This is an optimization exercise on Yosys and OpenROAD, whose aim is small area, not a production implementation. Function was checked by simulation only, so behaviour that the tests miss may differ from the original. The clock input has no modelled driver; a real chip could not lean on it and would need a root buffer or a full tree. Power and IR drop assume default switching activity.

rev 12:
Design cpu, start of the top module:
module cpu (
    input clk,
    input rst,
    input [7:0] instruction,
    input [3:0] immediate,
    output [6:0] seg,
    output [3:0] an,
    output reg Z_flag,
    output reg C_flag,
    output reg N_flag
);
    reg [5:0] c;
    reg [1:0] g;
    reg [3:0] k;
    wire w = c[4] & ~c[3] & ~c[2] & ~c[1] & c[0];
    wire cfb = ~(c[5] ^ c[4]) ^ w;
    wire k9 = k[3] & k[0];
    wire exec = w & g[1] & g[0] & k9;
    always @(posedge clk or posedge rst) begin
        if (rst) begin
            c <= 6'b100010;
            g <= 2'b00;
            k <= 4'd5;
        end else begin
            c <= {c[4:0], cfb};
            if (w) begin
                g <= g + 2'd1;
                if (g == 2'b11) k <= k9 ? 4'd0 : k + 4'd1;
            end
        end
    end
    wire ds = g[1] ^ g[0];
    reg [3:0] r1, r2;
    reg v;                             
    reg pend, pv;
    wire [3:0] hi = instruction[7:4];
    wire [3:0] lo = instruction[3:0];
    wire hz  = (hi == 4'd0);
    wire xo  = lo[1] ^ lo[0];
    wire aop = (hi == 4'd1 || hi == 4'd2) && lo[3:2] == 2'b00;
    wire cpy = hz && lo[3:2] == 2'b00;
    wire fet = hz && lo[3:2] == 2'b01 && xo;
    wire st  = hz && lo[3:2] == 2'b10 && xo;
    wire rw  = aop | cpy | fet;
    wire d   = lo[1];                  
    reg [3:0] F1, F2;                  
    wire [3:0] X  = d ? r2 : r1;
    wire [3:0] B  = xo ? (d ? (lo[2] ? F1 : r1) : (lo[2] ? F2 : r2)) : immediate;
    wire [3:0] A  = (hi[1] | hi[0]) ? X : 4'd0;    
    wire sub = hi[1];
    wire [4:0] s = {1'b0, A} + {1'b0, B ^ {4{sub}}} + {4'd0, sub};
    wire we1 = exec & rw & ~d;
    wire we2 = exec & rw & d;
    always @(posedge clk) begin
        r1 <= we1 ? s[3:0] : (r1 & {4{v | pend}});
        r2 <= we2 ? s[3:0] : (r2 & {4{v | pend}});
    end
    always @(posedge clk or posedge rst) begin
  ...
For scale: about 280 cells after synthesis, about 3200 µm² of cells after synthesis.
==> module cpu, before the edit <==
module cpu (
    input clk,
    input rst,
    input [7:0] instruction,
    input [3:0] immediate,
    output [6:0] seg,
    output [3:0] an,
    output reg Z_flag,
    output reg C_flag,
    output reg N_flag
);
    reg [5:0] c;
    reg [1:0] g;
    reg [3:0] k;
    wire w = c[4] & ~c[3] & ~c[2] & ~c[1] & c[0];
    wire cfb = ~(c[5] ^ c[4]) ^ w;
    wire k9 = k[3] & k[0];
    wire exec = w & g[1] & g[0] & k9;
    always @(posedge clk or posedge rst) begin
        if (rst) begin
            c <= 6'b100010;
            g <= 2'b00;
            k <= 4'd5;
        end else begin
            c <= {c[4:0], cfb};
            if (w) begin
                g <= g + 2'd1;
                if (g == 2'b11) k <= k9 ? 4'd0 : k + 4'd1;
            end
        end
    end
    wire ds = g[1] ^ g[0];
    reg [3:0] r1, r2;
    reg v;                             
    reg pend, pv;
    wire [3:0] hi = instruction[7:4];
    wire [3:0] lo = instruction[3:0];
    wire hz  = (hi == 4'd0);
    wire xo  = lo[1] ^ lo[0];
    wire aop = (hi == 4'd1 || hi == 4'd2) && lo[3:2] == 2'b00;
    wire cpy = hz && lo[3:2] == 2'b00;
    wire fet = hz && lo[3:2] == 2'b01 && xo;
    wire st  = hz && lo[3:2] == 2'b10 && xo;
    wire rw  = aop | cpy | fet;
    wire d   = lo[1];                  
    reg [3:0] F1, F2;                  
    wire [3:0] X  = d ? r2 : r1;
    wire [3:0] B  = xo ? (d ? (lo[2] ? F1 : r1) : (lo[2] ? F2 : r2)) : immediate;
    wire [3:0] A  = (hi[1] | hi[0]) ? X : 4'd0;    
    wire sub = hi[1];
    wire [4:0] s = {1'b0, A} + {1'b0, B ^ {4{sub}}} + {4'd0, sub};
    wire we1 = exec & rw & ~d;
    wire we2 = exec & rw & d;
    always @(posedge clk) begin
        r1 <= we1 ? s[3:0] : (r1 & {4{v | pend}});
        r2 <= we2 ? s[3:0] : (r2 & {4{v | pend}});
    end
    always @(posedge clk or posedge rst) begin
        if (rst) begin
            v <= 1'b0;
            Z_flag <= 1'b0;
            C_flag <= 1'b0;
            N_flag <= 1'b0;
        end else begin
            if (exec & rw) v <= 1'b1;
            if (exec & rw) begin
                Z_flag <= (s[3:0] == 4'd0);
                C_flag <= s[4];
                N_flag <= s[3];
            end
        end
    end
    reg [3:0] P;
    reg [3:0] ring [0:15];
    wire eq1 = (P == r1);
    wire eq2 = (P == r2);
    wire hit1 = pend & pv & eq1;       
    wire hit2 = pend & ~pv & eq2;      
    wire hit = hit1 | hit2;
    wire [3:0] nw = hit1 ? r2 : (hit2 ? r1 : ring[0]);
    integer i;
    always @(posedge clk) begin
        P <= {P[2:0], P[3] ^ P[2] ^ ~(P[2] | P[1] | P[0])};    
        for (i = 0; i < 15; i = i + 1)
            ring[i] <= ring[i + 1];
        ring[15] <= nw;
        if (eq1) F1 <= nw;
        if (eq2) F2 <= nw;
        pend <= (exec & st) | (pend & ~hit);    
        if (!pend) pv <= d;                     
    end
    wire [3:0] dv = (ds ? r2 : r1) & {4{v}};
    reg [6:0] pat;
    always @(*) begin
        case (dv)
            4'h0: pat = 7'b100_0000;
            4'h1: pat = 7'b111_1001;
            4'h2: pat = 7'b010_0100;
            4'h3: pat = 7'b011_0000;
            4'h4: pat = 7'b001_1001;
            4'h5: pat = 7'b001_0010;
            4'h6: pat = 7'b000_0010;
            4'h7: pat = 7'b111_1000;
            4'h8: pat = 7'b000_0000;
            4'h9: pat = 7'b001_1000;
            4'hA: pat = 7'b000_1000;
            4'hB: pat = 7'b000_0011;
            4'hC: pat = 7'b100_0110;
            4'hD: pat = 7'b010_0001;
            4'hE: pat = 7'b000_0110;
            default: pat = 7'b000_1110;
        endcase
    end
    assign seg = pat;
    assign an = {2'b11, ~ds, ds};
endmodule
clock: 10.0 ns
lec_check: 0
cap_margin: 20
core_margin: 2
core_utilization: 40
slew_margin: 20
standard.sh (not shown) runs the stock make flow with config.mk's settings and CLKGATE_MAP_FILE= SYNTH_SCRIPT=/design/flow/synth_recipe.tcl, a recipe that flattens the netlist after the stock synthesis.
==> flow/flow/run.sh <==
#!/bin/bash
# Own layout flow: the standard flow (standard.sh), with these changes:
#  1. after the standard synthesis, its combinational cells are re-mapped for
#     area with Yosys/ABC (flow/remap.ys), once with each ABC script in the
#     list below (flow/*.abc), and the smallest netlist is kept; every
#     flip-flop keeps its cell and name;
#  2. the port buffers are sky130_fd_sc_hd__buf_1;
#  3. a two-level clock tree built by flow/cts.tcl (with flow/tree.tcl) in
#     place of the standard CTS step: one root buffer fed by the clock port,
#     six leaf buffers, each driving the flip-flops of one region;
#  4. everything else (floorplan, power grid, placement, routing) is the
#     standard flow's.
# Each tool's output goes to a log file of its own in the work folder.
set -euo pipefail
W=$(pwd)
R=$W/orfs/results/$FLOW_PLATFORM/cpu/base
LIB=$FLOW_HOME/platforms/$FLOW_PLATFORM/lib/sky130_fd_sc_hd__tt_025C_1v80.lib
YOSYS=$FLOW_HOME/../tools/install/yosys/bin/yosys
[[ -x $YOSYS ]] || YOSYS=yosys

# 1. standard synthesis
bash standard.sh "$R/1_2_yosys.v" > "$W/log_1_synth.log" 2>&1
cp "$R/1_2_yosys.v" "$W/std_1_2_yosys.v"

# 2. area re-map of the combinational logic: each ABC script in turn, the
#    smallest result is kept
DU=$(sed -n '/DONT_USE_CELLS += /,/^$/p' "$FLOW_HOME/platforms/$FLOW_PLATFORM/config.mk" \
     | grep -oE "sky130_fd_sc_hd__[a-z0-9_]+" | sed 's/^/-dont_use /' | tr '\n' ' ')
best=""; bestarea=""
for s in area area2 b1 b2 b4 b5 b6 b7 c2 c3 c4; do
  sed -e "s#@LIB@#$LIB#g" -e "s#@IN@#$W/std_1_2_yosys.v#" -e "s#@TOP@#$FLOW_TOP#" \
      -e "s#@DONTUSE@#$DU#" -e "s#@ABC@#$W/flow/$s.abc#" -e "s#@OUT@#$W/remap_$s.v#" \
      -e "s#@STAT0@#$W/remap_stat_before.txt#" -e "s#@STAT1@#$W/remap_stat_$s.txt#" \
      "$W/flow/remap.ys" > "$W/remap_$s.ys"
  "$YOSYS" -s "$W/remap_$s.ys" > "$W/log_2_remap_$s.log" 2>&1 || continue
  a=$(awk '/Chip area for module/ {print $NF}' "$W/remap_stat_$s.txt")
  echo "remap $s: $a"
  if [[ -z $best ]] || python3 -c "import sys; sys.exit(0 if float('$a') < float('$bestarea') else 1)"; then
    best=$s; bestarea=$a
  fi
done
[[ -n $best ]]
echo "remap kept: $best ($bestarea)"
cp "$W/remap_$best.v" "$R/1_2_yosys.v"

# 3. placement with the standard flow, small port buffers
KNOBS=("BUFFER_PORTS_ARGS=-buffer_cell sky130_fd_sc_hd__buf_1")
bash standard.sh place "${KNOBS[@]}" > "$W/log_3_place.log" 2>&1

# 4. clock tree
RESULTS=$R LIB=$LIB FLOWDIR=$W/flow CTS_ROOT=sky130_fd_sc_hd__clkbuf_2 \
  CTS_LEAF=sky130_fd_sc_hd__clkbuf_8 CTS_NX=3 CTS_NY=2 \
  openroad -no_init -exit "$W/flow/cts.tcl" > "$W/log_4_cts.log" 2>&1

# 5. the rest of the standard flow
bash standard.sh finish "${KNOBS[@]}" > "$W/log_5_route.log" 2>&1
Other scripts of this flow, unchanged in this note and not shown: flow/flow/area.abc, flow/flow/area2.abc, flow/flow/b1.abc, flow/flow/b2.abc, flow/flow/b4.abc, flow/flow/b5.abc, flow/flow/b6.abc, flow/flow/b7.abc, flow/flow/c2.abc, flow/flow/c3.abc, flow/flow/c4.abc, flow/flow/cts.tcl, flow/flow/remap.ys, flow/flow/tree.tcl
The inputs of rev 13 differ from those of rev 12 as listed below.
-- flow/design.v --
<<< rev 12, line 17
    wire cfb = ~(c[5] ^ c[4]) ^ w;
    wire k9 = k[3] & k[0];
    wire exec = w & g[1] & g[0] & k9;
    always @(posedge clk or posedge rst) begin
        if (rst) begin
>>> rev 13, line 17
    wire cfb = ~(c[5] ^ c[4]) ^ w;
    wire k9 = k[3] & k[0];
    wire exec = w & g[1] & ~g[0] & k9;
    always @(posedge clk or posedge rst) begin
        if (rst) begin
<<< rev 12, line 26
            c <= {c[4:0], cfb};
            if (w) begin
                g <= g + 2'd1;
                if (g == 2'b11) k <= k9 ? 4'd0 : k + 4'd1;
            end
        end
    end
    wire ds = g[1] ^ g[0];
    reg [3:0] r1, r2;
    reg v;                             
>>> rev 13, line 26
            c <= {c[4:0], cfb};
            if (w) begin
                g <= {g[0], ~g[1]};
                if (g == 2'b10) k <= k9 ? 4'd0 : k + 4'd1;
            end
        end
    end
    wire ds = g[0];
    reg [3:0] r1, r2;
    reg v;                             
<<< rev 12, line 88
        if (eq1) F1 <= nw;
        if (eq2) F2 <= nw;
        pend <= (exec & st) | (pend & ~hit);    
        if (!pend) pv <= d;                     
    end
    wire [3:0] dv = (ds ? r2 : r1) & {4{v}};
>>> rev 13, line 88
        if (eq1) F1 <= nw;
        if (eq2) F2 <= nw;
        if (exec) begin
            pend <= st;
            pv <= d;
        end else if (hit) begin
            pend <= 1'b0;
        end
    end
    wire [3:0] dv = (ds ? r2 : r1) & {4{v}};
==> run summary <==
- When the final numbers for rev 12 and rev 13 were put side by side, the stage delay of the slowest cell on the critical path turned out to be greater in rev 12.
- Between rev 12 and rev 13, final critical delay including setup and external delays decreased.
- Rev 13 ended up with a higher cell count than rev 12 did.
- Re share of the clock period used by the worst path: rev 12 was higher than rev 13.
- Total met2 wirelength after detailed routing down 1.6% in rev 13 wrt rev 12
- Rev 13 vs rev 12, area of all sequential standard cells went up by 10 µm².
- Rev 13 vs rev 12, overall power went down by 1.0%.
- Compared with rev 12, in rev 13 fraction of layout cells with a size suffix above 1 held, register fraction of the total cell area went down 0.46 points, number of cell rows went up 1.
- | summed instance area of the synthesized netlist | lower: rev 12 |
- Comparing the two runs side by side, rev 13 comes out ahead of rev 12 on slack of the worst reg-to-reg path.
- The higher ratio of routed vias to standard cells came out of rev 13.
- Compared with rev 12, rev 13 shows a cell count after synthesis that is about 1.4% higher.
In every run of this note, the design's own scripts or RTL, not TritonCTS, make the clock network.

-- port drivers added, routing unchanged --
The results above use ideal ports. As a check the final layouts listed here were re-extracted and re-timed, cells and wires unchanged.
Step 1, drivers: a clkbuf_16 drives clk and a buf_2 each remaining input, both assumed.
Step 2 times the ports against the registers' clock, not the clock port: input delays grow and output delays shrink by t, the midpoint of the rising clock arrivals with the driver on.
a / b / c = no drivers / after step 1 / after step 2; a / b = the first two.
run | t (ns) | setup WS [ns] | worst setup path after step 2 | worst register clock-pin slew, ns | worst data-port slew with drivers (ns)
rev 12 | 0.516 | 5.276 / 5.253 / 5.414 | input to register | 0.11 / 0.11 | 0.04
rev 13 | 0.512 | 5.296 / 5.271 / 5.509 | input to register | 0.11 / 0.11 | 0.04
After both steps setup and hold are still met in every run listed.
